From an optimization exercise on the open Yosys and OpenROAD flow, aimed at small area; shortcuts taken in it are not production practice. Only simulation tests tie the RTL to the original design; equivalence was not proved.

===== design.v =====
module inc_cond_mppt (
    input wire clk,
    input wire reset,
    input wire start,
    input wire [15:0] voltage_in,
    input wire [15:0] current_in,
    output wire [15:0] duty_cycle,
    output reg mpp_found,
    output wire [15:0] power_out
);
    reg [7:0] duty_hi;    
    reg       duty_mid;   
    reg       duty_lo;    
    assign duty_cycle = {2'b00, duty_hi, {5{duty_mid}}, duty_lo};
    reg calc, upd;
    reg [15:0] v_prev, i_prev;
    always @(posedge clk) begin
        v_prev <= voltage_in;
        i_prev <= current_in;
    end
    wire [15:0] i_same = ~(current_in ^ i_prev);
    wire [15:0] v_same = ~(voltage_in ^ v_prev);
    wire i_eq = &i_same;
    wire [16:0] ic, vc;
    assign ic[0] = 1'b1;
    assign vc[0] = 1'b1;
    genvar q;
    generate for (q = 0; q < 16; q = q + 1) begin : g_cmp
        if (q % 2 == 0) begin : g_even
            assign ic[q+1] = ~(i_same[q] ? ic[q] : current_in[q]);
            assign vc[q+1] = ~(v_same[q] ? vc[q] : voltage_in[q]);
        end else begin : g_odd
            assign ic[q+1] = ~(i_same[q] ? ic[q] : i_prev[q]);
            assign vc[q+1] = ~(v_same[q] ? vc[q] : v_prev[q]);
        end
    end endgenerate
    wire i_ge = ic[16];
    wire v_ge = vc[16];
    wire up = ~(i_ge ^ v_ge);
    wire step = calc & ~i_eq;
    wire [7:0] m = ~(duty_hi ^ {8{up}});
    wire [8:0] t;
    assign t[0] = 1'b1;
    genvar k;
    generate for (k = 0; k < 8; k = k + 1) begin : g_t
        assign t[k+1] = t[k] & m[k];
    end endgenerate
    wire sat = t[8];                        
    wire lo_zero = (duty_hi == 8'd1) & ~duty_lo;  
    wire set_l = sat | (~up & lo_zero);
    always @(posedge clk or posedge reset) begin
        if (reset) begin
            calc <= 1'b0;
            upd <= 1'b0;
            duty_hi <= 8'h80;
            duty_mid <= 1'b0;
            duty_lo <= 1'b0;
            mpp_found <= 1'b0;
        end else begin
            calc <= ~calc & ~upd & start;
            upd <= calc;
            if (calc)
                mpp_found <= i_eq;
            if (step & ~sat)
                duty_hi <= duty_hi ^ t[7:0];
            if (step & set_l) begin
                duty_mid <= up;
                duty_lo <= 1'b1;
            end
        end
    end
    mul24 u_mul (.a(voltage_in), .b(current_in), .p(power_out));
endmodule
module mfa(input a, input b, input c, output s, output co);
  assign {co, s} = a + b + c;
endmodule
module mha(input a, input b, output s, output co);
  assign {co, s} = a + b;
endmodule
module mul24(input [15:0] a, input [15:0] b, output [15:0] p);
  wire [16:0] bx = {b, 1'b0};
  wire [7:0] one, two, neg;
  genvar gk;
  generate for (gk = 0; gk < 8; gk = gk + 1) begin : g_enc
    assign one[gk] = bx[2*gk+1] ^ bx[2*gk];
    assign two[gk] = (bx[2*gk+2] & ~bx[2*gk+1] & ~bx[2*gk]) | (~bx[2*gk+2] & bx[2*gk+1] & bx[2*gk]);
    assign neg[gk] = bx[2*gk+2];
  end endgenerate
  wire [17:0] ax = {1'b0, a, 1'b0};   
  wire bp0_0 = ~(((one[0] & ax[1]) | (two[0] & ax[0])) ^ neg[0]);
  wire bp0_1 = ~(((one[0] & ax[2]) | (two[0] & ax[1])) ^ neg[0]);
  wire bp0_2 = ~(((one[0] & ax[3]) | (two[0] & ax[2])) ^ neg[0]);
  wire bp0_3 = ~(((one[0] & ax[4]) | (two[0] & ax[3])) ^ neg[0]);
  wire bp0_4 = ~(((one[0] & ax[5]) | (two[0] & ax[4])) ^ neg[0]);
  wire bp0_5 = ~(((one[0] & ax[6]) | (two[0] & ax[5])) ^ neg[0]);
  wire bp0_6 = ~(((one[0] & ax[7]) | (two[0] & ax[6])) ^ neg[0]);
  wire bp0_7 = ~(((one[0] & ax[8]) | (two[0] & ax[7])) ^ neg[0]);
  wire bp0_8 = ~(((one[0] & ax[9]) | (two[0] & ax[8])) ^ neg[0]);
  wire bp0_9 = ~(((one[0] & ax[10]) | (two[0] & ax[9])) ^ neg[0]);
  wire bp0_10 = ~(((one[0] & ax[11]) | (two[0] & ax[10])) ^ neg[0]);
  wire bp0_11 = ~(((one[0] & ax[12]) | (two[0] & ax[11])) ^ neg[0]);
  wire bp0_12 = ~(((one[0] & ax[13]) | (two[0] & ax[12])) ^ neg[0]);
  wire bp0_13 = ~(((one[0] & ax[14]) | (two[0] & ax[13])) ^ neg[0]);
  wire bp0_14 = ~(((one[0] & ax[15]) | (two[0] & ax[14])) ^ neg[0]);
  wire bp0_15 = ~(((one[0] & ax[16]) | (two[0] & ax[15])) ^ neg[0]);
  wire bp0_16 = ~(((one[0] & ax[17]) | (two[0] & ax[16])) ^ neg[0]);
  wire bp1_0 = ~(((one[1] & ax[1]) | (two[1] & ax[0])) ^ neg[1]);
  wire bp1_1 = ~(((one[1] & ax[2]) | (two[1] & ax[1])) ^ neg[1]);
  wire bp1_2 = ~(((one[1] & ax[3]) | (two[1] & ax[2])) ^ neg[1]);
  wire bp1_3 = ~(((one[1] & ax[4]) | (two[1] & ax[3])) ^ neg[1]);
  wire bp1_4 = ~(((one[1] & ax[5]) | (two[1] & ax[4])) ^ neg[1]);
  wire bp1_5 = ~(((one[1] & ax[6]) | (two[1] & ax[5])) ^ neg[1]);
  wire bp1_6 = ~(((one[1] & ax[7]) | (two[1] & ax[6])) ^ neg[1]);
  wire bp1_7 = ~(((one[1] & ax[8]) | (two[1] & ax[7])) ^ neg[1]);
  wire bp1_8 = ~(((one[1] & ax[9]) | (two[1] & ax[8])) ^ neg[1]);
  wire bp1_9 = ~(((one[1] & ax[10]) | (two[1] & ax[9])) ^ neg[1]);
  wire bp1_10 = ~(((one[1] & ax[11]) | (two[1] & ax[10])) ^ neg[1]);
  wire bp1_11 = ~(((one[1] & ax[12]) | (two[1] & ax[11])) ^ neg[1]);
  wire bp1_12 = ~(((one[1] & ax[13]) | (two[1] & ax[12])) ^ neg[1]);
  wire bp1_13 = ~(((one[1] & ax[14]) | (two[1] & ax[13])) ^ neg[1]);
  wire bp1_14 = ~(((one[1] & ax[15]) | (two[1] & ax[14])) ^ neg[1]);
  wire bp1_15 = ~(((one[1] & ax[16]) | (two[1] & ax[15])) ^ neg[1]);
  wire bp1_16 = ~(((one[1] & ax[17]) | (two[1] & ax[16])) ^ neg[1]);
  wire bp2_0 = ~(((one[2] & ax[1]) | (two[2] & ax[0])) ^ neg[2]);
  wire bp2_1 = ~(((one[2] & ax[2]) | (two[2] & ax[1])) ^ neg[2]);
  wire bp2_2 = ~(((one[2] & ax[3]) | (two[2] & ax[2])) ^ neg[2]);
  wire bp2_3 = ~(((one[2] & ax[4]) | (two[2] & ax[3])) ^ neg[2]);
  wire bp2_4 = ~(((one[2] & ax[5]) | (two[2] & ax[4])) ^ neg[2]);
  wire bp2_5 = ~(((one[2] & ax[6]) | (two[2] & ax[5])) ^ neg[2]);
  wire bp2_6 = ~(((one[2] & ax[7]) | (two[2] & ax[6])) ^ neg[2]);
  wire bp2_7 = ~(((one[2] & ax[8]) | (two[2] & ax[7])) ^ neg[2]);
  wire bp2_8 = ~(((one[2] & ax[9]) | (two[2] & ax[8])) ^ neg[2]);
  wire bp2_9 = ~(((one[2] & ax[10]) | (two[2] & ax[9])) ^ neg[2]);
  wire bp2_10 = ~(((one[2] & ax[11]) | (two[2] & ax[10])) ^ neg[2]);
  wire bp2_11 = ~(((one[2] & ax[12]) | (two[2] & ax[11])) ^ neg[2]);
  wire bp2_12 = ~(((one[2] & ax[13]) | (two[2] & ax[12])) ^ neg[2]);
  wire bp2_13 = ~(((one[2] & ax[14]) | (two[2] & ax[13])) ^ neg[2]);
  wire bp2_14 = ~(((one[2] & ax[15]) | (two[2] & ax[14])) ^ neg[2]);
  wire bp2_15 = ~(((one[2] & ax[16]) | (two[2] & ax[15])) ^ neg[2]);
  wire bp2_16 = ~(((one[2] & ax[17]) | (two[2] & ax[16])) ^ neg[2]);
  wire bp3_0 = ~(((one[3] & ax[1]) | (two[3] & ax[0])) ^ neg[3]);
  wire bp3_1 = ~(((one[3] & ax[2]) | (two[3] & ax[1])) ^ neg[3]);
  wire bp3_2 = ~(((one[3] & ax[3]) | (two[3] & ax[2])) ^ neg[3]);
  wire bp3_3 = ~(((one[3] & ax[4]) | (two[3] & ax[3])) ^ neg[3]);
  wire bp3_4 = ~(((one[3] & ax[5]) | (two[3] & ax[4])) ^ neg[3]);
  wire bp3_5 = ~(((one[3] & ax[6]) | (two[3] & ax[5])) ^ neg[3]);
  wire bp3_6 = ~(((one[3] & ax[7]) | (two[3] & ax[6])) ^ neg[3]);
  wire bp3_7 = ~(((one[3] & ax[8]) | (two[3] & ax[7])) ^ neg[3]);
  wire bp3_8 = ~(((one[3] & ax[9]) | (two[3] & ax[8])) ^ neg[3]);
  wire bp3_9 = ~(((one[3] & ax[10]) | (two[3] & ax[9])) ^ neg[3]);
  wire bp3_10 = ~(((one[3] & ax[11]) | (two[3] & ax[10])) ^ neg[3]);
  wire bp3_11 = ~(((one[3] & ax[12]) | (two[3] & ax[11])) ^ neg[3]);
  wire bp3_12 = ~(((one[3] & ax[13]) | (two[3] & ax[12])) ^ neg[3]);
  wire bp3_13 = ~(((one[3] & ax[14]) | (two[3] & ax[13])) ^ neg[3]);
  wire bp3_14 = ~(((one[3] & ax[15]) | (two[3] & ax[14])) ^ neg[3]);
  wire bp3_15 = ~(((one[3] & ax[16]) | (two[3] & ax[15])) ^ neg[3]);
  wire bp3_16 = ~(((one[3] & ax[17]) | (two[3] & ax[16])) ^ neg[3]);
  wire bp4_0 = ~(((one[4] & ax[1]) | (two[4] & ax[0])) ^ neg[4]);
  wire bp4_1 = ~(((one[4] & ax[2]) | (two[4] & ax[1])) ^ neg[4]);
  wire bp4_2 = ~(((one[4] & ax[3]) | (two[4] & ax[2])) ^ neg[4]);
  wire bp4_3 = ~(((one[4] & ax[4]) | (two[4] & ax[3])) ^ neg[4]);
  wire bp4_4 = ~(((one[4] & ax[5]) | (two[4] & ax[4])) ^ neg[4]);
  wire bp4_5 = ~(((one[4] & ax[6]) | (two[4] & ax[5])) ^ neg[4]);
  wire bp4_6 = ~(((one[4] & ax[7]) | (two[4] & ax[6])) ^ neg[4]);
  wire bp4_7 = ~(((one[4] & ax[8]) | (two[4] & ax[7])) ^ neg[4]);
  wire bp4_8 = ~(((one[4] & ax[9]) | (two[4] & ax[8])) ^ neg[4]);
  wire bp4_9 = ~(((one[4] & ax[10]) | (two[4] & ax[9])) ^ neg[4]);
  wire bp4_10 = ~(((one[4] & ax[11]) | (two[4] & ax[10])) ^ neg[4]);
  wire bp4_11 = ~(((one[4] & ax[12]) | (two[4] & ax[11])) ^ neg[4]);
  wire bp4_12 = ~(((one[4] & ax[13]) | (two[4] & ax[12])) ^ neg[4]);
  wire bp4_13 = ~(((one[4] & ax[14]) | (two[4] & ax[13])) ^ neg[4]);
  wire bp4_14 = ~(((one[4] & ax[15]) | (two[4] & ax[14])) ^ neg[4]);
  wire bp4_15 = ~(((one[4] & ax[16]) | (two[4] & ax[15])) ^ neg[4]);
  wire bp5_0 = ~(((one[5] & ax[1]) | (two[5] & ax[0])) ^ neg[5]);
  wire bp5_1 = ~(((one[5] & ax[2]) | (two[5] & ax[1])) ^ neg[5]);
  wire bp5_2 = ~(((one[5] & ax[3]) | (two[5] & ax[2])) ^ neg[5]);
  wire bp5_3 = ~(((one[5] & ax[4]) | (two[5] & ax[3])) ^ neg[5]);
  wire bp5_4 = ~(((one[5] & ax[5]) | (two[5] & ax[4])) ^ neg[5]);
  wire bp5_5 = ~(((one[5] & ax[6]) | (two[5] & ax[5])) ^ neg[5]);
  wire bp5_6 = ~(((one[5] & ax[7]) | (two[5] & ax[6])) ^ neg[5]);
  wire bp5_7 = ~(((one[5] & ax[8]) | (two[5] & ax[7])) ^ neg[5]);
  wire bp5_8 = ~(((one[5] & ax[9]) | (two[5] & ax[8])) ^ neg[5]);
  wire bp5_9 = ~(((one[5] & ax[10]) | (two[5] & ax[9])) ^ neg[5]);
  wire bp5_10 = ~(((one[5] & ax[11]) | (two[5] & ax[10])) ^ neg[5]);
  wire bp5_11 = ~(((one[5] & ax[12]) | (two[5] & ax[11])) ^ neg[5]);
  wire bp5_12 = ~(((one[5] & ax[13]) | (two[5] & ax[12])) ^ neg[5]);
  wire bp5_13 = ~(((one[5] & ax[14]) | (two[5] & ax[13])) ^ neg[5]);
  wire bp6_0 = ~(((one[6] & ax[1]) | (two[6] & ax[0])) ^ neg[6]);
  wire bp6_1 = ~(((one[6] & ax[2]) | (two[6] & ax[1])) ^ neg[6]);
  wire bp6_2 = ~(((one[6] & ax[3]) | (two[6] & ax[2])) ^ neg[6]);
  wire bp6_3 = ~(((one[6] & ax[4]) | (two[6] & ax[3])) ^ neg[6]);
  wire bp6_4 = ~(((one[6] & ax[5]) | (two[6] & ax[4])) ^ neg[6]);
  wire bp6_5 = ~(((one[6] & ax[6]) | (two[6] & ax[5])) ^ neg[6]);
  wire bp6_6 = ~(((one[6] & ax[7]) | (two[6] & ax[6])) ^ neg[6]);
  wire bp6_7 = ~(((one[6] & ax[8]) | (two[6] & ax[7])) ^ neg[6]);
  wire bp6_8 = ~(((one[6] & ax[9]) | (two[6] & ax[8])) ^ neg[6]);
  wire bp6_9 = ~(((one[6] & ax[10]) | (two[6] & ax[9])) ^ neg[6]);
  wire bp6_10 = ~(((one[6] & ax[11]) | (two[6] & ax[10])) ^ neg[6]);
  wire bp6_11 = ~(((one[6] & ax[12]) | (two[6] & ax[11])) ^ neg[6]);
  wire bp7_0 = ~(((one[7] & ax[1]) | (two[7] & ax[0])) ^ neg[7]);
  wire bp7_1 = ~(((one[7] & ax[2]) | (two[7] & ax[1])) ^ neg[7]);
  wire bp7_2 = ~(((one[7] & ax[3]) | (two[7] & ax[2])) ^ neg[7]);
  wire bp7_3 = ~(((one[7] & ax[4]) | (two[7] & ax[3])) ^ neg[7]);
  wire bp7_4 = ~(((one[7] & ax[5]) | (two[7] & ax[4])) ^ neg[7]);
  wire bp7_5 = ~(((one[7] & ax[6]) | (two[7] & ax[5])) ^ neg[7]);
  wire bp7_6 = ~(((one[7] & ax[7]) | (two[7] & ax[6])) ^ neg[7]);
  wire bp7_7 = ~(((one[7] & ax[8]) | (two[7] & ax[7])) ^ neg[7]);
  wire bp7_8 = ~(((one[7] & ax[9]) | (two[7] & ax[8])) ^ neg[7]);
  wire bp7_9 = ~(((one[7] & ax[10]) | (two[7] & ax[9])) ^ neg[7]);
  wire bq0 = ~(a[0] & b[15]);
  wire bq1 = ~(a[1] & b[15]);
  wire bq2 = ~(a[2] & b[15]);
  wire bq3 = ~(a[3] & b[15]);
  wire bq4 = ~(a[4] & b[15]);
  wire bq5 = ~(a[5] & b[15]);
  wire bq6 = ~(a[6] & b[15]);
  wire bq7 = ~(a[7] & b[15]);
  wire s1, c2;
  mfa f2 (.a(~neg[1]), .b(bp0_2), .c(bp1_0), .s(s1), .co(c2));
  wire s3, c4;
  mfa f4 (.a(bp0_3), .b(bp1_1), .c(c2), .s(s3), .co(c4));
  wire s5, c6;
  mfa f6 (.a(~neg[2]), .b(bp0_4), .c(bp1_2), .s(s5), .co(c6));
  wire s7, c8;
  mfa f8 (.a(bp2_0), .b(s5), .c(c4), .s(s7), .co(c8));
  wire s9, c10;
  mfa f10 (.a(bp0_5), .b(bp1_3), .c(bp2_1), .s(s9), .co(c10));
  wire s11, c12;
  mfa f12 (.a(c6), .b(s9), .c(c8), .s(s11), .co(c12));
  wire s13, c14;
  mfa f14 (.a(~neg[3]), .b(bp0_6), .c(bp1_4), .s(s13), .co(c14));
  wire s15, c16;
  mfa f16 (.a(bp2_2), .b(bp3_0), .c(c10), .s(s15), .co(c16));
  wire s17, c18;
  mfa f18 (.a(s13), .b(s15), .c(c12), .s(s17), .co(c18));
  wire s19, c20;
  mfa f20 (.a(bp0_7), .b(bp1_5), .c(bp2_3), .s(s19), .co(c20));
  wire s21, c22;
  mfa f22 (.a(bp3_1), .b(c14), .c(s19), .s(s21), .co(c22));
  wire s23, c24;
  mfa f24 (.a(c16), .b(s21), .c(c18), .s(s23), .co(c24));
  wire s25, c26;
  mfa f26 (.a(~neg[4]), .b(bp0_8), .c(bp1_6), .s(s25), .co(c26));
  wire s27, c28;
  mfa f28 (.a(bp2_4), .b(bp3_2), .c(bp4_0), .s(s27), .co(c28));
  wire s29, c30;
  mfa f30 (.a(c20), .b(s25), .c(s27), .s(s29), .co(c30));
  wire s31, c32;
  assign s31 = ~(c22 ^ s29);
  assign c32 = c22 | s29;
  wire s33, c34;
  mfa f34 (.a(bp0_9), .b(bp1_7), .c(bp2_5), .s(s33), .co(c34));
  wire s35, c36;
  mfa f36 (.a(bp3_3), .b(bp4_1), .c(c26), .s(s35), .co(c36));
  wire s37, c38;
  mfa f38 (.a(c28), .b(s33), .c(c30), .s(s37), .co(c38));
  wire s39, c40;
  mfa f40 (.a(s35), .b(c32), .c(s37), .s(s39), .co(c40));
  wire s41, c42;
  mfa f42 (.a(~neg[5]), .b(bp0_10), .c(bp1_8), .s(s41), .co(c42));
  wire s43, c44;
  mfa f44 (.a(bp2_6), .b(bp3_4), .c(bp4_2), .s(s43), .co(c44));
  wire s45, c46;
  mfa f46 (.a(bp5_0), .b(c34), .c(s41), .s(s45), .co(c46));
  wire s47, c48;
  mfa f48 (.a(s43), .b(c36), .c(s45), .s(s47), .co(c48));
  wire s49, c50;
  mfa f50 (.a(c38), .b(s47), .c(c40), .s(s49), .co(c50));
  wire s51, c52;
  mfa f52 (.a(bp0_11), .b(bp1_9), .c(bp2_7), .s(s51), .co(c52));
  wire s53, c54;
  mfa f54 (.a(bp3_5), .b(bp4_3), .c(bp5_1), .s(s53), .co(c54));
  wire s55, c56;
  mfa f56 (.a(c42), .b(c44), .c(s51), .s(s55), .co(c56));
  wire s57, c58;
  mfa f58 (.a(s53), .b(c46), .c(s55), .s(s57), .co(c58));
  wire s59, c60;
  mfa f60 (.a(c48), .b(s57), .c(c50), .s(s59), .co(c60));
  wire s61, c62;
  mfa f62 (.a(~neg[6]), .b(bp0_12), .c(bp1_10), .s(s61), .co(c62));
  wire s63, c64;
  mfa f64 (.a(bp2_8), .b(bp3_6), .c(bp4_4), .s(s63), .co(c64));
  wire s65, c66;
  mfa f66 (.a(bp5_2), .b(bp6_0), .c(c52), .s(s65), .co(c66));
  wire s67, c68;
  mfa f68 (.a(c54), .b(s61), .c(s63), .s(s67), .co(c68));
  wire s69, c70;
  mfa f70 (.a(c56), .b(s65), .c(s67), .s(s69), .co(c70));
  wire s71, c72;
  assign s71 = ~(c58 ^ s69);
  assign c72 = c58 | s69;
  wire s73, c74;
  mfa f74 (.a(bp0_13), .b(bp1_11), .c(bp2_9), .s(s73), .co(c74));
  wire s75, c76;
  mfa f76 (.a(bp3_7), .b(bp4_5), .c(bp5_3), .s(s75), .co(c76));
  wire s77, c78;
  mfa f78 (.a(bp6_1), .b(c62), .c(c64), .s(s77), .co(c78));
  wire s79, c80;
  mfa f80 (.a(s73), .b(s75), .c(c66), .s(s79), .co(c80));
  wire s81, c82;
  mfa f82 (.a(c68), .b(s77), .c(s79), .s(s81), .co(c82));
  wire s83, c84;
  mfa f84 (.a(c70), .b(c72), .c(s81), .s(s83), .co(c84));
  wire s85, c86;
  mfa f86 (.a(~neg[7]), .b(bp0_14), .c(bp1_12), .s(s85), .co(c86));
  wire s87, c88;
  mfa f88 (.a(bp2_10), .b(bp3_8), .c(bp4_6), .s(s87), .co(c88));
  wire s89, c90;
  mfa f90 (.a(bp5_4), .b(bp6_2), .c(bp7_0), .s(s89), .co(c90));
  wire s91, c92;
  mfa f92 (.a(c74), .b(c76), .c(s85), .s(s91), .co(c92));
  wire s93, c94;
  mfa f94 (.a(s87), .b(s89), .c(c78), .s(s93), .co(c94));
  wire s95, c96;
  mfa f96 (.a(s91), .b(c80), .c(s93), .s(s95), .co(c96));
  wire s97, c98;
  mfa f98 (.a(c82), .b(s95), .c(c84), .s(s97), .co(c98));
  wire s99, c100;
  mfa f100 (.a(bp0_15), .b(bp1_13), .c(bp2_11), .s(s99), .co(c100));
  wire s101, c102;
  mfa f102 (.a(bp3_9), .b(bp4_7), .c(bp5_5), .s(s101), .co(c102));
  wire s103, c104;
  mfa f104 (.a(bp6_3), .b(bp7_1), .c(c86), .s(s103), .co(c104));
  wire s105, c106;
  mfa f106 (.a(c88), .b(c90), .c(s101), .s(s105), .co(c106));
  wire s107, c108;
  mfa f108 (.a(s99), .b(c92), .c(s103), .s(s107), .co(c108));
  wire s109, c110;
  mfa f110 (.a(s105), .b(c94), .c(s107), .s(s109), .co(c110));
  wire s111, c112;
  assign s111 = ~(c96 ^ s109);
  assign c112 = c96 | s109;
  wire s113, c114;
  mfa f114 (.a(bq0), .b(bp0_16), .c(bp1_14), .s(s113), .co(c114));
  wire s115, c116;
  mfa f116 (.a(bp2_12), .b(bp3_10), .c(bp4_8), .s(s115), .co(c116));
  wire s117, c118;
  mfa f118 (.a(bp5_6), .b(bp6_4), .c(bp7_2), .s(s117), .co(c118));
  wire s119, c120;
  mfa f120 (.a(c100), .b(c102), .c(s113), .s(s119), .co(c120));
  wire s121, c122;
  mfa f122 (.a(s115), .b(s117), .c(c104), .s(s121), .co(c122));
  wire s123, c124;
  mfa f124 (.a(c106), .b(s119), .c(c108), .s(s123), .co(c124));
  wire s125, c126;
  mfa f126 (.a(s121), .b(c110), .c(s123), .s(s125), .co(c126));
  wire s127, c128;
  mha h128 (.a(neg[0]), .b(bq1), .s(s127), .co(c128));
  wire s129, c130;
  mfa f130 (.a(bp1_15), .b(bp2_13), .c(bp3_11), .s(s129), .co(c130));
  wire s131, c132;
  mfa f132 (.a(bp4_9), .b(bp5_7), .c(bp6_5), .s(s131), .co(c132));
  wire s133, c134;
  mfa f134 (.a(bp7_3), .b(s127), .c(c114), .s(s133), .co(c134));
  wire s135, c136;
  mfa f136 (.a(c116), .b(c118), .c(s129), .s(s135), .co(c136));
  wire s137, c138;
  mfa f138 (.a(s131), .b(c120), .c(s133), .s(s137), .co(c138));
  wire s139, c140;
  mfa f140 (.a(s135), .b(c122), .c(s137), .s(s139), .co(c140));
  wire s141, c142;
  mfa f142 (.a(c124), .b(s139), .c(c126), .s(s141), .co(c142));
  wire s143, c144;
  mha h144 (.a(bq2), .b(bp1_16), .s(s143), .co(c144));
  wire s145, c146;
  mfa f146 (.a(bp2_14), .b(bp3_12), .c(bp4_10), .s(s145), .co(c146));
  wire s147, c148;
  mfa f148 (.a(bp5_8), .b(bp6_6), .c(bp7_4), .s(s147), .co(c148));
  wire s149, c150;
  mfa f150 (.a(c128), .b(c130), .c(c132), .s(s149), .co(c150));
  wire s151, c152;
  mfa f152 (.a(s143), .b(s145), .c(s147), .s(s151), .co(c152));
  wire s153, c154;
  mfa f154 (.a(c134), .b(c136), .c(s149), .s(s153), .co(c154));
  wire s155, c156;
  mfa f156 (.a(s151), .b(c138), .c(s153), .s(s155), .co(c156));
  wire s157, c158;
  assign s157 = ~(c140 ^ s155);
  assign c158 = c140 | s155;
  wire s159, c160;
  mfa f160 (.a(neg[1]), .b(bq3), .c(bp2_15), .s(s159), .co(c160));
  wire s161, c162;
  mfa f162 (.a(bp3_13), .b(bp4_11), .c(bp5_9), .s(s161), .co(c162));
  wire s163, c164;
  mfa f164 (.a(bp6_7), .b(bp7_5), .c(c144), .s(s163), .co(c164));
  wire s165, c166;
  mfa f166 (.a(c146), .b(c148), .c(s159), .s(s165), .co(c166));
  wire s167, c168;
  mfa f168 (.a(s161), .b(c150), .c(c152), .s(s167), .co(c168));
  wire s169, c170;
  mfa f170 (.a(s163), .b(s165), .c(c154), .s(s169), .co(c170));
  wire s171, c172;
  mfa f172 (.a(s167), .b(c156), .c(s169), .s(s171), .co(c172));
  wire s173, c174;
  mha h174 (.a(bq4), .b(bp2_16), .s(s173), .co(c174));
  wire s175, c176;
  mfa f176 (.a(bp3_14), .b(bp4_12), .c(bp5_10), .s(s175), .co(c176));
  wire s177, c178;
  mfa f178 (.a(bp6_8), .b(bp7_6), .c(c160), .s(s177), .co(c178));
  wire s179, c180;
  mfa f180 (.a(c162), .b(s173), .c(s175), .s(s179), .co(c180));
  wire s181, c182;
  mfa f182 (.a(c164), .b(c166), .c(s177), .s(s181), .co(c182));
  wire s183, c184;
  mfa f184 (.a(s179), .b(c168), .c(s181), .s(s183), .co(c184));
  wire s185, c186;
  mfa f186 (.a(c170), .b(s183), .c(c172), .s(s185), .co(c186));
  wire s187, c188;
  mfa f188 (.a(neg[2]), .b(bq5), .c(bp3_15), .s(s187), .co(c188));
  wire s189, c190;
  mfa f190 (.a(bp4_13), .b(bp5_11), .c(bp6_9), .s(s189), .co(c190));
  wire s191, c192;
  mfa f192 (.a(bp7_7), .b(c174), .c(c176), .s(s191), .co(c192));
  wire s193, c194;
  mfa f194 (.a(s187), .b(s189), .c(c178), .s(s193), .co(c194));
  wire s195, c196;
  mfa f196 (.a(c180), .b(s191), .c(c182), .s(s195), .co(c196));
  wire s197, c198;
  mfa f198 (.a(s193), .b(c184), .c(s195), .s(s197), .co(c198));
  wire s199, c200;
  mha h200 (.a(bq6), .b(bp3_16), .s(s199), .co(c200));
  wire s201, c202;
  mfa f202 (.a(bp4_14), .b(bp5_12), .c(bp6_10), .s(s201), .co(c202));
  wire s203, c204;
  mfa f204 (.a(bp7_8), .b(c188), .c(c190), .s(s203), .co(c204));
  wire s205, c206;
  mfa f206 (.a(s199), .b(s201), .c(c192), .s(s205), .co(c206));
  wire s207, c208;
  mfa f208 (.a(s203), .b(c194), .c(s205), .s(s207), .co(c208));
  wire s209, c210;
  mfa f210 (.a(c196), .b(s207), .c(c198), .s(s209), .co(c210));
  wire x211 = ~(neg[3] ^ bp4_15 ^ bp5_13 ^ bp6_11 ^ bp7_9 ^ bq7 ^ c200 ^ c202 ^ c204 ^ c206 ^ c208 ^ c210);
  wire [23:0] rx = {x211, s209, s197, s185, c158, s157, s141, c112, s111, s97, s83, s71, s59, s49, s39, s31, s23, s17, s11, s7, s3, s1, bp0_1, ~neg[0]};
  wire [23:0] ry = {1'b1, 1'b1, c186, 1'b1, s171, c142, 1'b1, s125, c98, 1'b1, 1'b1, c60, 1'b1, 1'b1, 1'b1, c24, 1'b1, 1'b1, 1'b1, 1'b1, 1'b1, 1'b1, 1'b1, bp0_0};
  wire [23:0] g0 = rx & ry;
  wire [23:0] p0 = rx ^ ry;
  wire pg212 = g0[0] | (p0[0] & 1'b1);
  wire pg214 = g0[2] | (p0[2] & g0[1]);
  wire pp215 = p0[2] & p0[1];
  wire pg216 = g0[4] | (p0[4] & g0[3]);
  wire pp217 = p0[4] & p0[3];
  wire pg218 = g0[6] | (p0[6] & g0[5]);
  wire pp219 = p0[6] & p0[5];
  wire pg220 = g0[8] | (p0[8] & g0[7]);
  wire pp221 = p0[8] & p0[7];
  wire pg222 = g0[10] | (p0[10] & g0[9]);
  wire pp223 = p0[10] & p0[9];
  wire pg224 = g0[12] | (p0[12] & g0[11]);
  wire pp225 = p0[12] & p0[11];
  wire pg226 = g0[14] | (p0[14] & g0[13]);
  wire pp227 = p0[14] & p0[13];
  wire pg228 = g0[16] | (p0[16] & g0[15]);
  wire pp229 = p0[16] & p0[15];
  wire pg230 = g0[18] | (p0[18] & g0[17]);
  wire pp231 = p0[18] & p0[17];
  wire pg232 = g0[20] | (p0[20] & g0[19]);
  wire pp233 = p0[20] & p0[19];
  wire pg234 = g0[22] | (p0[22] & g0[21]);
  wire pp235 = p0[22] & p0[21];
  wire pg236 = g0[1] | (p0[1] & pg212);
  wire pg238 = pg214 | (pp215 & pg212);
  wire pg240 = g0[5] | (p0[5] & pg216);
  wire pp241 = p0[5] & pp217;
  wire pg242 = pg218 | (pp219 & pg216);
  wire pp243 = pp219 & pp217;
  wire pg244 = g0[9] | (p0[9] & pg220);
  wire pp245 = p0[9] & pp221;
  wire pg246 = pg222 | (pp223 & pg220);
  wire pp247 = pp223 & pp221;
  wire pg248 = g0[13] | (p0[13] & pg224);
  wire pp249 = p0[13] & pp225;
  wire pg250 = pg226 | (pp227 & pg224);
  wire pp251 = pp227 & pp225;
  wire pg252 = g0[17] | (p0[17] & pg228);
  wire pp253 = p0[17] & pp229;
  wire pg254 = pg230 | (pp231 & pg228);
  wire pp255 = pp231 & pp229;
  wire pg256 = g0[21] | (p0[21] & pg232);
  wire pp257 = p0[21] & pp233;
  wire pg258 = pg234 | (pp235 & pg232);
  wire pp259 = pp235 & pp233;
  wire pg260 = g0[3] | (p0[3] & pg238);
  wire pg262 = pg216 | (pp217 & pg238);
  wire pg264 = pg240 | (pp241 & pg238);
  wire pg266 = pg242 | (pp243 & pg238);
  wire pg268 = g0[11] | (p0[11] & pg246);
  wire pp269 = p0[11] & pp247;
  wire pg270 = pg224 | (pp225 & pg246);
  wire pp271 = pp225 & pp247;
  wire pg272 = pg248 | (pp249 & pg246);
  wire pp273 = pp249 & pp247;
  wire pg274 = pg250 | (pp251 & pg246);
  wire pp275 = pp251 & pp247;
  wire pg276 = g0[19] | (p0[19] & pg254);
  wire pp277 = p0[19] & pp255;
  wire pg278 = pg232 | (pp233 & pg254);
  wire pp279 = pp233 & pp255;
  wire pg280 = pg256 | (pp257 & pg254);
  wire pp281 = pp257 & pp255;
  wire pg282 = pg258 | (pp259 & pg254);
  wire pp283 = pp259 & pp255;
  wire pg284 = g0[7] | (p0[7] & pg266);
  wire pg286 = pg220 | (pp221 & pg266);
  wire pg288 = pg244 | (pp245 & pg266);
  wire pg290 = pg246 | (pp247 & pg266);
  wire pg292 = pg268 | (pp269 & pg266);
  wire pg294 = pg270 | (pp271 & pg266);
  wire pg296 = pg272 | (pp273 & pg266);
  wire pg298 = pg274 | (pp275 & pg266);
  wire pg300 = g0[23] | (p0[23] & pg282);
  wire pp301 = p0[23] & pp283;
  wire pg302 = g0[15] | (p0[15] & pg298);
  wire pg304 = pg228 | (pp229 & pg298);
  wire pg306 = pg252 | (pp253 & pg298);
  wire pg308 = pg254 | (pp255 & pg298);
  wire pg310 = pg276 | (pp277 & pg298);
  wire pg312 = pg278 | (pp279 & pg298);
  wire pg314 = pg280 | (pp281 & pg298);
  wire pg316 = pg282 | (pp283 & pg298);
  wire pg318 = pg300 | (pp301 & pg298);
  wire [15:0] hc = {pg316, pg314, pg312, pg310, pg308, pg306, pg304, pg302, pg298, pg296, pg294, pg292, pg290, pg288, pg286, pg284};
  assign p = ~(p0[23:8] ^ hc);
endmodule

===== flow/run.sh =====
#!/bin/bash
# Layout flow: the standard ORFS flow, except that
#  - the adder cells mfa/mha of the RTL are mapped straight onto the
#    sky130 full/half adder cells (map.py), and Yosys's own full-adder
#    extraction is off (the design's adders are already explicit),
#  - ABC uses an area-oriented mapping script (abc.script),
#  - port buffers use the smallest buffer cell.
# Each tool's output goes to a log in this folder (make.log, orfs/logs/).
set -euo pipefail
W=$(pwd)
F=$W/flow
python3 $F/map.py $W/design.v $W/design_mapped.v
sed "s#^\(\s*\)log_cmd abc {\*}\$abc_args#\1log_cmd abc {*}[lreplace \$abc_args 1 1 $F/abc.script]#" \
  $FLOW_HOME/scripts/synth.tcl > $W/flow_synth.tcl
grep -q "lreplace" $W/flow_synth.tcl
sed "s#source \$::env(SCRIPTS_DIR)/synth.tcl#source $W/flow_synth.tcl#" $W/synth_recipe.tcl > $W/flow_synth_recipe.tcl
grep -q "flow_synth.tcl" $W/flow_synth_recipe.tcl
sed "s#^export VERILOG_FILES = .*#export VERILOG_FILES = $W/design_mapped.v#" $W/config.mk > $W/flow_config.mk
source $F/settings.sh
make -C $FLOW_HOME DESIGN_CONFIG=$W/flow_config.mk WORK_HOME=$W/orfs CLKGATE_MAP_FILE= \
  SYNTH_SCRIPT=$W/flow_synth_recipe.tcl ADDER_MAP_FILE= \
  "${MAKE_ARGS[@]}" finish > $W/make.log 2>&1
: # left out here: write the final layout as DEF

===== flow/abc.script =====
strash
dch -f
map -a
topo
stime -c

===== flow/map.py =====
#!/usr/bin/env python3
# Replace the bodies of the adder modules mfa/mha with sky130 cells.
import re, sys
src = open(sys.argv[1]).read()
cells = {
    'mfa': "  sky130_fd_sc_hd__fa_1 u (.A(a), .B(b), .CIN(c), .SUM(s), .COUT(co));\n",
    'mha': "  sky130_fd_sc_hd__ha_1 u (.A(a), .B(b), .SUM(s), .COUT(co));\n",
}
def rep(m):
    name, ports = m.group(1), m.group(2)
    if name in cells:
        return f"module {name}({ports});\n{cells[name]}endmodule"
    return m.group(0)
out = re.sub(r"module\s+(\w+)\s*\(([^;]*?)\);(.*?)endmodule", rep, src, flags=re.S)
open(sys.argv[2], 'w').write(out)

===== flow/place_pre.tcl =====
# Buffer every input and output port (as the standard flow does), with a
# buffer cell sized for each side: inputs drive many loads, outputs one pin.
buffer_ports -inputs -buffer_cell sky130_fd_sc_hd__buf_1
buffer_ports -outputs -buffer_cell sky130_fd_sc_hd__buf_1

===== flow/settings.sh =====
MAKE_ARGS=(CAP_MARGIN=20 CORE_MARGIN=2 CORE_UTILIZATION=40 SLEW_MARGIN=20
DONT_BUFFER_PORTS=1 PRE_GLOBAL_PLACE_TCL=$F/place_pre.tcl
"MIN_BUF_CELL_AND_PORTS=sky130_fd_sc_hd__buf_1 A X"
"GPL_TIMING_DRIVEN=0"
"CTS_BUF_LIST=sky130_fd_sc_hd__clkbuf_4 sky130_fd_sc_hd__clkbuf_8"
"SYNTH_INSBUF=0"
"SETUP_SLACK_MARGIN=-0.15"
)

===== standard.sh =====
#!/bin/bash
# synth_recipe.tcl (not shown) runs the flow's synth.tcl, then flattens the netlist and writes it again
# the make line also repeats each setting of config.mk as NAME=value (left out here)
make -C /OpenROAD-flow-scripts/flow DESIGN_CONFIG=/design/flow/config.mk WORK_HOME=/design/flow/orfs CLKGATE_MAP_FILE= SYNTH_SCRIPT=/design/flow/synth_recipe.tcl "${@:-finish}"

===== config.mk =====
export PLATFORM = sky130hd
export DESIGN_NAME = inc_cond_mppt
export DESIGN_NICKNAME = inc_cond_mppt
export VERILOG_FILES = /design/flow/design.v
export SDC_FILE = /design/flow/constraint.sdc
export NUM_CORES = 4
export LEC_CHECK = 0
export CAP_MARGIN = 20
export CORE_MARGIN = 2
export CORE_UTILIZATION = 40
export SLEW_MARGIN = 20

===== constraint.sdc =====
create_clock -name core_clock -period 10.0 [get_ports {clk}]
set_input_delay 2.0000 -clock core_clock [delete_from_list [all_inputs] [get_ports {clk}]]
set_output_delay 2.0000 -clock core_clock [all_outputs]
set_load 0.01 [all_outputs]

==> results.txt, run 1 <==
status=finished clean; Worst Path Required=8.00 ns; hpwl dp=13.1 mm; Cell Chain, Critical Path=buf_1, inv_4, nor2_1, a21oi_2, o22ai_1, xor2_1, fa_1, fa_1, fa_1, or2_2, fa_1, fa_1, clkinv_1, nand2_1, nand2_1, nor3_2, nand2_1, o21ai_4, nand2_1, nand2_1, nor2_1, xnor2_1, buf_1; yosys synthesis warning count=1; Initial Utilization=0.411; grt ovf=0; Setup crit end=power_out[13]; cell count after synthesis=slightly below 700; CTS Buf Count=5; Nets=907; Yosys reg bits=45; Final Cycle Share=0.979; clk sinks=45; Initial DRT Pass Iterations=5; Worst Path Class, Setup=in2out; clock slew at reported path FFs=0.08 ns; Final Skew=0.00582 ns; Worst path max stage delay=0.71 ns; class of the worst hold path=reg2reg; WP data arrival=7.79 ns; area share of the largest cell type after synthesis=0.310; DR iter-0 viols=368; Worst R2R End=duty_hi[4]$_DFFE_PP0P_; ant diodes=0; Pins Over Slew Limit=0; post-synthesis cell type count=30; Synth area leaders=fa_1, xor2_1, o22ai_1; Seq/Total Area, Yosys=0.154; number of vias per cell=5.63; CTS root buf=clkbuf_8; final hold vios=0; Synth Area per Inst=9.01 sq um; # rows=between 40 and 50; Routed Antenna Nets=0; cell count after placement=between 900 and 1000; DIE AREA=0.0167 sq mm; share of layout cells above drive strength 1=0.0635; Post-Route WL=17.4 mm; worst slew pin tran=1.01 ns; Non-Filler Instances=983; Die W=129 microns; Crit-path slowest cell=a21oi_2; first-pass GRT wire length=about 28 mm; GRT Total Usage=0.212; PortBufs=between 60 and 70; Post-CTS Setup Bufs=0; GP Congestion=0.888; Bufs and invs on worst path=4; Tmin final=9.79 ns; clk buf depth=2; slew margin rel.=0.329; largest net degree at the start of global routing=23; Finish-stage setup viols=0; max cap viols=0; Mapped Area=0.00627 sq mm; TritonCTS clock tree=yes; H-tree Lvls=2; R2R setup slack=6.09 ns; critical path launch point=current_in[7]; initial antenna violation count=0; CP startpoint kind=input port; post-synth top area cell=fa_1; number of cells on the critical path=23; io pins=around 70; worst r2r src=v_prev[0]$_DFF_P_; Core Area=0.0153 sq mm; die height=129 microns; Avg WL per Cell=17.7 microns; Remaining DRCs=0; crit end category=primary output; vias in the first global route=5522; Sum Neg Setup Slack=0 ns; r2r worst-path depth=24; CP Max Fanout=22; Crit path max-delay family=adder cells; Fmax achieved=~100 MHz; Area Overhead vs Synth=12.5%; hold_ws=around 0.42 ns; worst skew pair latency=0.29 ns; Vias=5537
==> registers in the layout (all words and copies together), names as in the netlist <==
signal	count
duty_mid	1
duty_hi	8
mpp_found	1
upd	1
v_prev	16
i_prev	16
calc	1
duty_lo	1
==> metal layers <==
metal / part of all wire / global-route usage / up-vias
met2: 0.49 / 0.361 / 220
met5: 0 / 0 / -
met3: 0.072 / 0.0301 / 36
met4: 0.022 / 0.0563 / 0
met1: 0.41 / 0.285 / 2730
li1: - / - / 2551
==> worst register-to-register path: cells and delay by family (launching register included) <==
family | cells | cell delay, ns
xor gates and xnor gates | 1 | 0.14
DFF | 1 | 0.31
AOI/OAI and AO/OA | 10 | 1.61
and+or+nand+nor | 10 | 1.36
buffers and inverters | 3 | 0.40
==> synth_stat cells <==
| cell | count |
|---|---|
| o21ai_0 | 20 |
| dfxtp_1 | 32 |
| and3b_2 | 1 |
| o211ai_1 | 2 |
| nor3_1 | 7 |
| o31ai_1 | 1 |
| a22oi_1 | 9 |
| o21bai_1 | 3 |
| dfrtp_1 | 12 |
| a221oi_1 | 4 |
| nand3_1 | 4 |
| nand2_1 | 69 |
| a211oi_1 | 1 |
| nor2_1 | 55 |
| conb_1 | 1 |
| xor2_1 | 133 |
| a21oi_1 | 21 |
| clkinv_1 | 68 |
| xnor2_1 | 16 |
| ha_1 | 4 |
| nand3b_1 | 1 |
| nor3b_1 | 1 |
| nand4_1 | 2 |
| o221a_2 | 1 |
| o22ai_1 | 117 |
| nor4_1 | 5 |
| dfstp_2 | 1 |
| or2_2 | 5 |
| o21a_1 | 3 |
| fa_1 | 97 |
==> cell type report <==
cell class	count	area, sq um
Clock buffer	7	90.1
Timing Repair Buffer	67	269
Sequential cell	45	967
Clock inverter	1	30.0
Fill cell	1515	8200
Multi-Input combinational cell	584	5150
Tap cell	211	264
Inverter	68	285
==> logic make-up (layout without fill, tap and decap cells) <==
| logic type | after synthesis | after routing | share of synthesized area |
|---|---|---|---|
| AO/OA/AOI/OAI | 182 | 182 | 0.180 |
| adder cells (fa/ha/maj) | 101 | 101 | 0.318 |
| buffers and inverters | 68 | 143 | 0.0407 |
| other | 1 | 2 | 0.000598 |
| AND/OR/NAND/NOR | 150 | 150 | 0.0990 |
| XOR/XNOR | 149 | 149 | 0.208 |
| flip-flops | 45 | 45 | 0.154 |
==> how the worst min path moves through the flow <==
stage	from	to	slack (ns)	cells past startpoint
2_1_floorplan	upd$_DFF_PP0_	calc$_DFF_PP0_	0.38	1
3_3_place_gp	upd$_DFF_PP0_	calc$_DFF_PP0_	0.39	1
3_5_place_dp	upd$_DFF_PP0_	calc$_DFF_PP0_	0.40	1
4_1_cts	upd$_DFF_PP0_	calc$_DFF_PP0_	0.42	1
5_1_grt	upd$_DFF_PP0_	calc$_DFF_PP0_	0.45	1
6_report	upd$_DFF_PP0_	calc$_DFF_PP0_	0.42	1
==> cells in the final DEF (no fill, tap or decap), types with 2 or more instances in the layout <==
cell and count:
ha_1 4, buf_2 2, nand3_1 4, dfrtp_1 12, fa_1 97, o21bai_1 3, a221oi_1 3, nor4_1 5
nor3_2 2, nand2_4 2, clkinv_2 4, a21oi_1 15, clkbuf_8 6, nor3_1 5, or2_2 5, nor2_1 53
buf_1 63, a21oi_2 5, dfxtp_1 32, a22oi_1 9, nand4_1 2, xor2_1 133, buf_6 2, clkinvlp_4 2
clkinv_4 2, xnor2_1 15, o211ai_1 2, conb_1 2, clkinv_1 57, o22ai_1 117, o21ai_0 19, inv_4 3
o21a_1 2, nand2_1 66
==> timing repair <==
item / CTS / global route
resized for setup: 23 / 15
endpoints found under the setup margin: 7 / 5
gates cloned: 0 / 0
hold buffers: 0 / 0
pin swaps: 1 / 0
==> per-stage QoR <==
stage / cell area [sq um] / utilization / worst slack (ns)
2_1_floorplan: 6270 / - / 0.512
3_3_place_gp: 6780 / 0.444 / -0.840
3_5_place_dp: 6820 / 0.447 / -1.05
4_1_cts: 7000 / 0.459 / -0.128
5_1_grt: 7060 / 0.462 / -0.150
6_report: 7060 / 0.462 / 0.214
==> run 2: changes to the inputs <==
==> flow/settings.sh (replaced) <==
MAKE_ARGS=(CAP_MARGIN=20 CORE_MARGIN=2 CORE_UTILIZATION=40 SLEW_MARGIN=20
DONT_BUFFER_PORTS=1 PRE_GLOBAL_PLACE_TCL=$F/place_pre.tcl
"MIN_BUF_CELL_AND_PORTS=sky130_fd_sc_hd__buf_1 A X"
"GPL_TIMING_DRIVEN=0"
"CTS_ARGS=-sink_clustering_enable -repair_clock_nets -sink_clustering_size 8 -sink_clustering_max_diameter 60 -buf_list sky130_fd_sc_hd__clkbuf_4 -root_buf sky130_fd_sc_hd__clkbuf_8"
"SYNTH_INSBUF=0"
"SETUP_SLACK_MARGIN=-0.15"
)
==> run 2 against run 1 <==
  * Critical path depth did not move
  * Area after synthesis did not move
  * Worst setup slack improved by 0.00051 ns
  * Critical endpoint unchanged
  * Largest cell class unchanged
  * Wire length barely moved
  * Fmax barely moved
==> results.txt, run 2 <==
Initial Utilization=0.411; Avg WL per Cell=around 18 microns; worst skew pair latency=a little under 0.3 ns; grt ovf=0; CP startpoint kind=input port; worst slew pin tran=1.01 ns; Finish-stage setup viols=0; Post-CTS Setup Bufs=0; Area Overhead vs Synth=12.4%; FFs w/ async S/R, synth=0.289; Final Skew=0.00763 ns; H-tree Lvls=2; Die W=129 microns; Synth Area per Inst=9.01 sq um; Setup crit end=power_out[13]; Routed Antenna Nets=0; top-count cell post-synth=xor2_1; largest registers=i_prev: 16 flops, v_prev: 16 flops, duty_hi: 8 flops; clk sinks=45; post-synth top area cell=fa_1; worst r2r src=v_prev[0]$_DFF_P_; io pins=between 60 and 70; clock slew at reported path FFs=0.08 ns; Worst R2R End=duty_hi[4]$_DFFE_PP0P_; TritonCTS clock tree=yes; commonest non-fill, non-tap cell in the layout=xor2_1; most frequent cells in the layout=xor2_1, o22ai_1, fa_1; hold buffer count at CTS=0; Worst Path Required=8.00 ns; Non-Filler Instances=983; cell count after placement=975; number of vias per cell=5.62; Tmin final=9.79 ns; CTS root buf=clkbuf_8; cell count after synthesis=between 600 and 700; Post-Route WL=roughly 17 mm; Core Area=0.0153 sq mm; class of the worst hold path=reg2reg; r2r worst-path depth=24; area share of the largest cell type after synthesis=0.310; Yosys reg bits=45; final hold vios=0; initial antenna violation count=0; die height=129 microns; Fmax achieved=102 MHz; slew margin rel.=0.329; worst setup slack after layout=0.215 ns; Post-synth top cells=xor2_1, o22ai_1, fa_1; dpl ws=-1.05 ns; # rows=45; DIE AREA=approximately 0.017 sq mm; Vias=approximately 5500; Remaining DRCs=0; EDFF count, synth=0; GRT Total Usage=0.212; vias in the first global route=5522; hpwl dp=13.1 mm; Placement Cell Area=0.00682 sq mm; R2R setup slack=around 6 ns; WP data arrival=between 7 and 8 ns; GP Congestion=0.888; Seq/Total Area, Yosys=0.154; status=finished clean; most common flop cell mapped by yosys=dfxtp_1; Pins Over Slew Limit=0; PortBufs=65; Mapped Area=between 0.006 and 0.007 sq mm; largest net degree at the start of global routing=23; clk buf depth=2; first-pass GRT wire length=27.9 mm; crit end category=primary output; critical path launch point=current_in[7]; CP Max Fanout=22; Nets=about 910; max cap viols=0; Final Cycle Share=0.979; yosys synthesis warning count=1; Final Cell Area=0.00705 sq mm; Initial DRT Pass Iterations=5; post-synthesis cell type count=30; Worst Path Class, Setup=in2out; Filler cells=~1500; hold_ws=0.424 ns; Synth area leaders=fa_1, xor2_1, o22ai_1; share of layout cells above drive strength 1=0.0622; CTS Buf Count=5; ant diodes=0; DR iter-0 viols=roughly 370
==> run 2: cell types whose count changed in the layout (fill, tap and decap cells not counted), sizes merged <==
| cell | previous run | this run |
|---|---|---|
| clkbuf | 7 | 6 |
| clkinv | 63 | 64 |
==> run 2: cells by family (layout without fill, tap and decap cells) <==
group	after synthesis	in the layout	synth area share
AO/OA/AOI/OAI	182	182	0.180
AND/OR/NAND/NOR	150	150	0.0990
XOR/XNOR	149	149	0.208
adder cells (fa/ha/maj)	101	101	0.318
buffers and inverters	68	143	0.0407
flip-flops	45	45	0.154
other	1	2	0.000598
==> run 2: through the flow <==
| step | util | setup TNS (ns) |
|---|---|---|
| after floorplan | - | 0 |
| after global placement | 0.444 | -3.78 |
| after detailed placement | 0.447 | -5.32 |
| after CTS | 0.458 | -0.371 |
| after global routing | 0.462 | -0.359 |
| final | 0.462 | 0 |
==> run 2: worst min-delay path by stage <==
stage	start	end	slack [ns]	depth (start not counted)
2_1_floorplan	upd$_DFF_PP0_	calc$_DFF_PP0_	0.38	1
3_3_place_gp	upd$_DFF_PP0_	calc$_DFF_PP0_	0.39	1
3_5_place_dp	upd$_DFF_PP0_	calc$_DFF_PP0_	0.40	1
4_1_cts	upd$_DFF_PP0_	calc$_DFF_PP0_	0.42	1
5_1_grt	upd$_DFF_PP0_	calc$_DFF_PP0_	0.45	1
6_report	upd$_DFF_PP0_	calc$_DFF_PP0_	0.42	1
==> run 2: routing by layer <==
metal,vias to the layer above,track usage,wire (microns),share of wire
li1,2547,-,-,-
met1,2729,0.285,7250,0.42
met2,215,0.361,8560,0.49
met3,36,0.0301,1230,0.070
met4,0,0.0563,391,0.022
met5,-,0,0,0
==> run 2: repair_timing <==
action,CTS,global route
gates resized for setup,23,15
setup endpoints to repair,7,5
pin swaps,1,0
==> run 2: cell type report <==
class	instances	area [sq um]	area share
inverters	68	285	0.0405
flip-flops and latches	45	967	0.137
repair buffers	67	269	0.0382
clock buffers	6	76.3	0.0108
well taps	211	264	0.0375
multi-input cells	584	5150	0.731
clock inverters	2	33.8	0.00479
==> run 2: worst max-delay path: stages <==
cell and delay [ns]:
buf_1 0.20, inv_4 0.36, nor2_1 0.12, a21oi_2 0.71, o22ai_1 0.18, xor2_1 0.21, fa_1 0.44, fa_1 0.56
fa_1 0.42, or2_2 0.33, fa_1 0.42, fa_1 0.49, clkinv_1 0.08, nand2_1 0.11, nand2_1 0.09, nor3_2 0.17
nand2_1 0.12, o21ai_4 0.21, nand2_1 0.08, nand2_1 0.10, nor2_1 0.06, xnor2_1 0.12, buf_1 0.16
==> run 3: changes to the inputs <==
==> flow/settings.sh (replaced) <==
MAKE_ARGS=(CAP_MARGIN=20 CORE_MARGIN=2 CORE_UTILIZATION=60 SLEW_MARGIN=20
DONT_BUFFER_PORTS=1 PRE_GLOBAL_PLACE_TCL=$F/place_pre.tcl
"MIN_BUF_CELL_AND_PORTS=sky130_fd_sc_hd__buf_1 A X"
"GPL_TIMING_DRIVEN=0"
"CTS_BUF_LIST=sky130_fd_sc_hd__clkbuf_8"
"SYNTH_INSBUF=0"
"SETUP_SLACK_MARGIN=-0.15"
)
==> run 3 against run 2 <==
  * Count of clock-buffer cells in the layout down 1
  * Non-clock buffer count up 1
  * Wire length down 3.0%
  * Critical path depth up 7
  * Fmax up 0.24%
  * Via count up 2.4%
  * Hold slack worse by 0.014 ns
  * Still clean
==> results.txt, run 3 <==
Synth area leaders=fa_1, xor2_1, o22ai_1; largest net degree at the start of global routing=23; Routed Antenna Nets=0; Yosys reg bits=45; GP Congestion=0.902; Fmax achieved=102 MHz; CTS Buf Count=5; post-synth top area cell=fa_1; worst slew pin tran=1.12 ns; # rows=37; cell count after synthesis=roughly 700; Mapped Area=0.00627 sq mm; worst skew pair latency=0.30 ns; Bufs and invs on worst path=5; WP data arrival=7.76 ns; Worst path max stage delay=0.44 ns; yosys synthesis warning count=1; Post-Route WL=16.9 mm; first-pass GRT wire length=27.4 mm; top-count cell post-synth=xor2_1; r2r worst-path depth=24; cell count after placement=898; Initial DRT Pass Iterations=8; most common flop cell mapped by yosys=dfxtp_1; DIE AREA=0.0113 sq mm; area share of the largest cell type after synthesis=0.310; Non-Filler Instances=910; H-tree Lvls=2; Seq/Total Area, Yosys=0.154; post-synthesis cell type count=30; Crit-path slowest cell=fa_1; vias in the first global route=5704; CTS root buf=clkbuf_8; Synth Area per Inst=9.01 sq um; Tmin final=9.76 ns; CP Max Fanout=16; share of layout cells above drive strength 1=0.0659; crit end category=primary output; grt ovf=0; clk sinks=45; hold_ws=around 0.41 ns; Avg WL per Cell=18.6 microns; EDFF count, synth=0; Worst R2R End=duty_hi[4]$_DFFE_PP0P_; Final Skew=0.00432 ns; Sum Neg Setup Slack=0 ns; initial antenna violation count=0; final hold vios=0; hold path start=upd$_DFF_PP0_; largest registers=i_prev: 16 flops, v_prev: 16 flops, duty_hi: 8 flops; max cap viols=0; hold path endpoint=calc$_DFF_PP0_; Initial Utilization=0.613; Finish-stage setup viols=0; DR iter-0 viols=434; status=finished clean; clk buf depth=2; Placement Cell Area=0.00670 sq mm; hpwl dp=12.5 mm; most frequent cells in the layout=xor2_1, o22ai_1, fa_1; Filler cells=880; hold depth=1; R2R setup slack=5.94 ns; Pins Over Slew Limit=0; number of vias per cell=6.22; Remaining DRCs=0; io pins=68; Area Overhead vs Synth=11.3%; Nets=909; GRT Total Usage=0.308; PortBufs=65; Worst Path Required=8.00 ns; worst r2r src=v_prev[0]$_DFF_P_; Post-synth top cells=xor2_1, o22ai_1, fa_1; die height=106 microns; FFs w/ async S/R, synth=0.289; ant diodes=0; slew margin rel.=0.255; Worst Path Class, Setup=in2out; Final Cycle Share=0.976; Final Cell Area=0.00698 sq mm; clock slew at reported path FFs=0.08 ns; Die W=106 microns; critical path launch point=current_in[1]; Vias=5657; Core Area=0.0102 sq mm; TritonCTS clock tree=yes; hold buffer count at CTS=0; class of the worst hold path=reg2reg; commonest non-fill, non-tap cell in the layout=xor2_1; CP startpoint kind=input port; Crit path max-delay family=adder cells
run 3: how the worst max path moves through the flow:
stage | endpoint | cells past startpoint | slack [ns]
detailed placement | power_out[15] | 26 | -0.97
finish | power_out[13] | 30 | 0.24
CTS | power_out[15] | 21 | -0.13
floorplan | power_out[15] | 26 | 0.51
global route | power_out[15] | 28 | -0.12
global placement | power_out[15] | 26 | -0.84
run 3: area by class of cell:
cell class	instances	area [sq um]	share of cell area
Sequential cell	45	967	0.139
Tap cell	136	170	0.0244
Clock buffer	5	68.8	0.00987
Multi-Input combinational cell	584	5160	0.740
Timing Repair inverter	1	5.00	0.000717
Inverter	68	292	0.0418
Timing Repair Buffer	68	270	0.0387
Clock inverter	3	42.5	0.00610
run 3: timing repair:
| action | 4_1_cts | 5_1_grt |
|---|---|---|
| gates resized for setup | 25 | 16 |
| setup buffers | 0 | 3 |
| setup endpoints to repair | 7 | 6 |
| cloned | 0 | 1 |
run 3: logic make-up (layout without fill, tap and decap cells):
logic type / Yosys count / count (layout) / synth area share
buf+inv: 68 / 145 / 0.0407
other cells: 1 / 2 / 0.000598
flops: 45 / 45 / 0.154
simple gates: 150 / 150 / 0.0990
fa+ha+maj: 101 / 101 / 0.318
compound gates: 182 / 182 / 0.180
xor+xnor: 149 / 149 / 0.208
run 3: metrics by stage:
stage               utilization  setup WS (ns)
finish                    0.682          0.238
global route              0.682         -0.116
CTS                       0.672         -0.129
detailed placement        0.655         -0.972
global placement          0.654         -0.845
floorplan                     -          0.512
run 3: layer usage:
layer / share of wire / track usage / routed length (microns)
met5: 0 / 0 / 0
met3: 0.079 / 0.0490 / 1340
met2: 0.49 / 0.524 / 8360
met4: 0.018 / 0.0930 / 307
met1: 0.41 / 0.405 / 6900
==> run 4: changes to the inputs <==
==> flow/settings.sh (replaced) <==
MAKE_ARGS=(CAP_MARGIN=20 CORE_MARGIN=2 CORE_UTILIZATION=75 SLEW_MARGIN=20
DONT_BUFFER_PORTS=1 PRE_GLOBAL_PLACE_TCL=$F/place_pre.tcl
"MIN_BUF_CELL_AND_PORTS=sky130_fd_sc_hd__buf_1 A X"
"GPL_TIMING_DRIVEN=0"
"CTS_BUF_LIST=sky130_fd_sc_hd__clkbuf_8"
"SYNTH_INSBUF=0"
"SETUP_SLACK_MARGIN=-0.15"
)
==> run 4 against run 3 <==
  * Clock skew up 0.00052 ns
  * Cell count is 2.7% lower
  * Register-to-register slack gained 0.13 ns
  * Non-clock buffer count rose by 7
  * Critical path depth decreased by 11
  * Fmax down 0.80%
  * Design area about the same
  * Largest cell class unchanged
==> results.txt, run 4 <==
largest registers=i_prev: 16 flops, v_prev: 16 flops, duty_hi: 8 flops; vias in the first global route=6129; status=finished clean; ant diodes=0; worst setup slack after layout=0.159 ns; Routed Antenna Nets=0; hpwl dp=12.4 mm; Final Cycle Share=0.984; hold path endpoint=calc$_DFF_PP0_; grt ovf=0; max layer used=met4; Met2 Wirelength=8.49 mm; worst skew pair latency=0.30 ns; post-layout util=0.853; Bufs and invs on worst path=4; hold_ws=0.404 ns; Seq/Total Area, Yosys=0.154; most frequent cells in the layout=xor2_1, o22ai_1, fa_1; Pins Over Slew Limit=0; final hold vios=0; GP Congestion=0.934; Final Skew=0.00484 ns; io pins=between 60 and 70; sequential cell area=around 970 sq um; most frequent CP cell=fa_1; Post-Route WL=17.4 mm; WP data arrival=7.84 ns; r2r worst-path depth=24; crit end category=primary output; Tmin final=9.84 ns; largest family of logic cells by synthesized area=adder cells; # rows=33; largest net degree at the start of global routing=23; Nets=915; Synth Area in Compound Gates=0.180; post-synthesis cell type count=30; class of the worst hold path=reg2reg; Synth area leaders=fa_1, xor2_1, o22ai_1; Synth Area per Inst=9.01 sq um; yosys synthesis warning count=1; TritonCTS clock tree=yes; Yosys reg bits=45; top-count cell post-synth=xor2_1; Fmax achieved=between 100 and 150 MHz; Vias=5942; worst r2r src=v_prev[0]$_DFF_P_; worst slew pin tran=0.906 ns; CTS Buf Count=5; Post-Synth Adder-Cell Area=0.318; DIE AREA=0.00911 sq mm; Remaining DRCs=0; hold path start=upd$_DFF_PP0_; DR iter-0 viols=635; Crit-path slowest cell=clkinv_1; simple-gate share of the synthesized area=0.0990; max cap viols=0; post-synthesis mux area share=0; Avg WL per Cell=19.7 microns; clock slew at reported path FFs=0.07 ns; DR WL met3=2.00 mm; die height=95.4 microns; dpl ws=-1.00 ns; PortBufs=65; slew margin rel.=0.392; hold depth=1; share of layout cells above drive strength 1=0.0744; H-tree Lvls=2; Initial Utilization=0.767; Cell Chain, Critical Path=buf_1, clkinv_1, nor2_1, nor2_1, clkinv_1, o22ai_1, xor2_1, fa_1, fa_1, fa_1, fa_1, fa_1, fa_1, xnor2_1, nor4_1, a221oi_2, nand2_1, xor2_1, buf_1; Filler cells=501; Worst Path Class, Setup=in2out; initial antenna violation count=0; cell count after synthesis=~700; clk sinks=45; Multi-input gate area=0.00517 sq mm; FFs w/ async S/R, synth=0.289; Worst Path Required=8.00 ns; routed metal-1 wire length=6.19 mm; R2R setup slack=6.07 ns; Post-synth top cells=xor2_1, o22ai_1, fa_1; Worst path max stage delay=0.72 ns; CP Max Fanout=15; Mapped Area=0.00627 sq mm; Worst R2R End=duty_hi[4]$_DFFE_PP0P_; Area Overhead vs Synth=11.2%; XOR/XNOR Fraction of Synth Area=0.208; EDFF count, synth=0; clk buf depth=2; Initial DRT Pass Iterations=5; commonest non-fill, non-tap cell in the layout=xor2_1; most common flop cell mapped by yosys=dfxtp_1; Finish-stage setup viols=0; first-pass GRT wire length=27.9 mm; GRT Total Usage=0.397; number of vias per cell=between 6 and 7; area share of the largest cell type after synthesis=0.310; Core Area=0.00818 sq mm; Die W=95.4 microns; CP startpoint kind=input port; CTS root buf=clkbuf_8; Crit path max-delay family=adder cells; post-synth top area cell=fa_1
run 4: cells by family (layout without fill, tap and decap cells):
| group | after synthesis | in the layout |
|---|---|---|
| AOI/OAI and AO/OA | 182 | 182 |
| and+or+nand+nor | 150 | 150 |
| xor gates and xnor gates | 149 | 149 |
| adders and majority gates | 101 | 101 |
| buffers and inverters | 68 | 151 |
| DFF | 45 | 45 |
| other | 1 | 2 |
run 4: per-stage QoR:
| stage | setup TNS, ns | std cells | instance area, sq um |
|---|---|---|---|
| floorplan | 0 | 697 | 6270 |
| global placement | -3.05 | 867 | 6650 |
| detailed placement | -4.81 | 868 | 6680 |
| CTS | -0.406 | 876 | 6830 |
| global route | -0.879 | 885 | 6970 |
| finish | 0 | 885 | 6970 |
run 4: what timing repair did:
item	in CTS	in global routing
endpoints found under the setup margin	6	6
setup buffers	0	9
resized for setup	26	19
endpoints found under the hold margin	0	0
hold buffers	0	0
pin swaps	0	2
run 4: how the worst max path moves through the flow:
stage / startpoint / endpoint / slack (ns) / cells after the start
2_1_floorplan: current_in[0] / power_out[15] / 0.51 / 26
3_5_place_dp: current_in[3] / power_out[15] / -1.00 / 26
6_report: current_in[13] / power_out[15] / 0.16 / 19
4_1_cts: voltage_in[0] / power_out[15] / -0.14 / 27
3_3_place_gp: current_in[7] / power_out[15] / -0.73 / 22
5_1_grt: current_in[1] / power_out[15] / -0.26 / 28
run 4: area by class of cell:
class,count,share of cell area
Clock inverter,3,0.00162
Multi-Input combinational cell,584,0.742
Inverter,68,0.0424
Timing Repair Buffer,75,0.0470
Clock buffer,5,0.00987
Tap cell,105,0.0188
Sequential cell,45,0.139
run 4: worst reg2reg max path: cells and delay by family, from the launching register on:
kind / cells / cell delay [ns]
compound gates: 10 / 1.58
flops: 1 / 0.30
simple gates: 10 / 1.38
buf+inv: 3 / 0.40
xor+xnor: 1 / 0.14
run 4: routing by layer:
| layer | vias up | GRT usage |
|---|---|---|
| met5 | - | 0 |
| met4 | 0 | 0.198 |
| met3 | 92 | 0.0901 |
| met2 | 479 | 0.648 |
| met1 | 2813 | 0.498 |
| li1 | 2558 | - |

-- what the ideal ports hide --
How much do the figures lean on ideal ports? The routed layouts below were timed once more, with nothing changed but the port constraints.
Step 1, drivers: a clkbuf_16 drives clk and a buf_2 each remaining input, both assumed.
Step 2 times the ports against the registers' clock, not the clock port: input delays grow and output delays shrink by t, the midpoint of the rising clock arrivals with the driver on.
Slacks: no drivers / after step 1 / after step 2; pairs: no drivers / after step 1.
| run | shift t [ns] | setup slack, ns | worst setup path after step 2 |
|---|---|---|---|
| run 1 | 0.317 | 0.214 / 0.185 / 0.185 | input to output |
| run 2 | 0.317 | 0.215 / 0.186 / 0.186 | input to output |
| run 3 | 0.328 | 0.238 / 0.215 / 0.215 | input to output |
| run 4 | 0.322 | 0.159 / 0.136 / 0.136 | input to output |
After both steps every run listed still meets setup and hold.
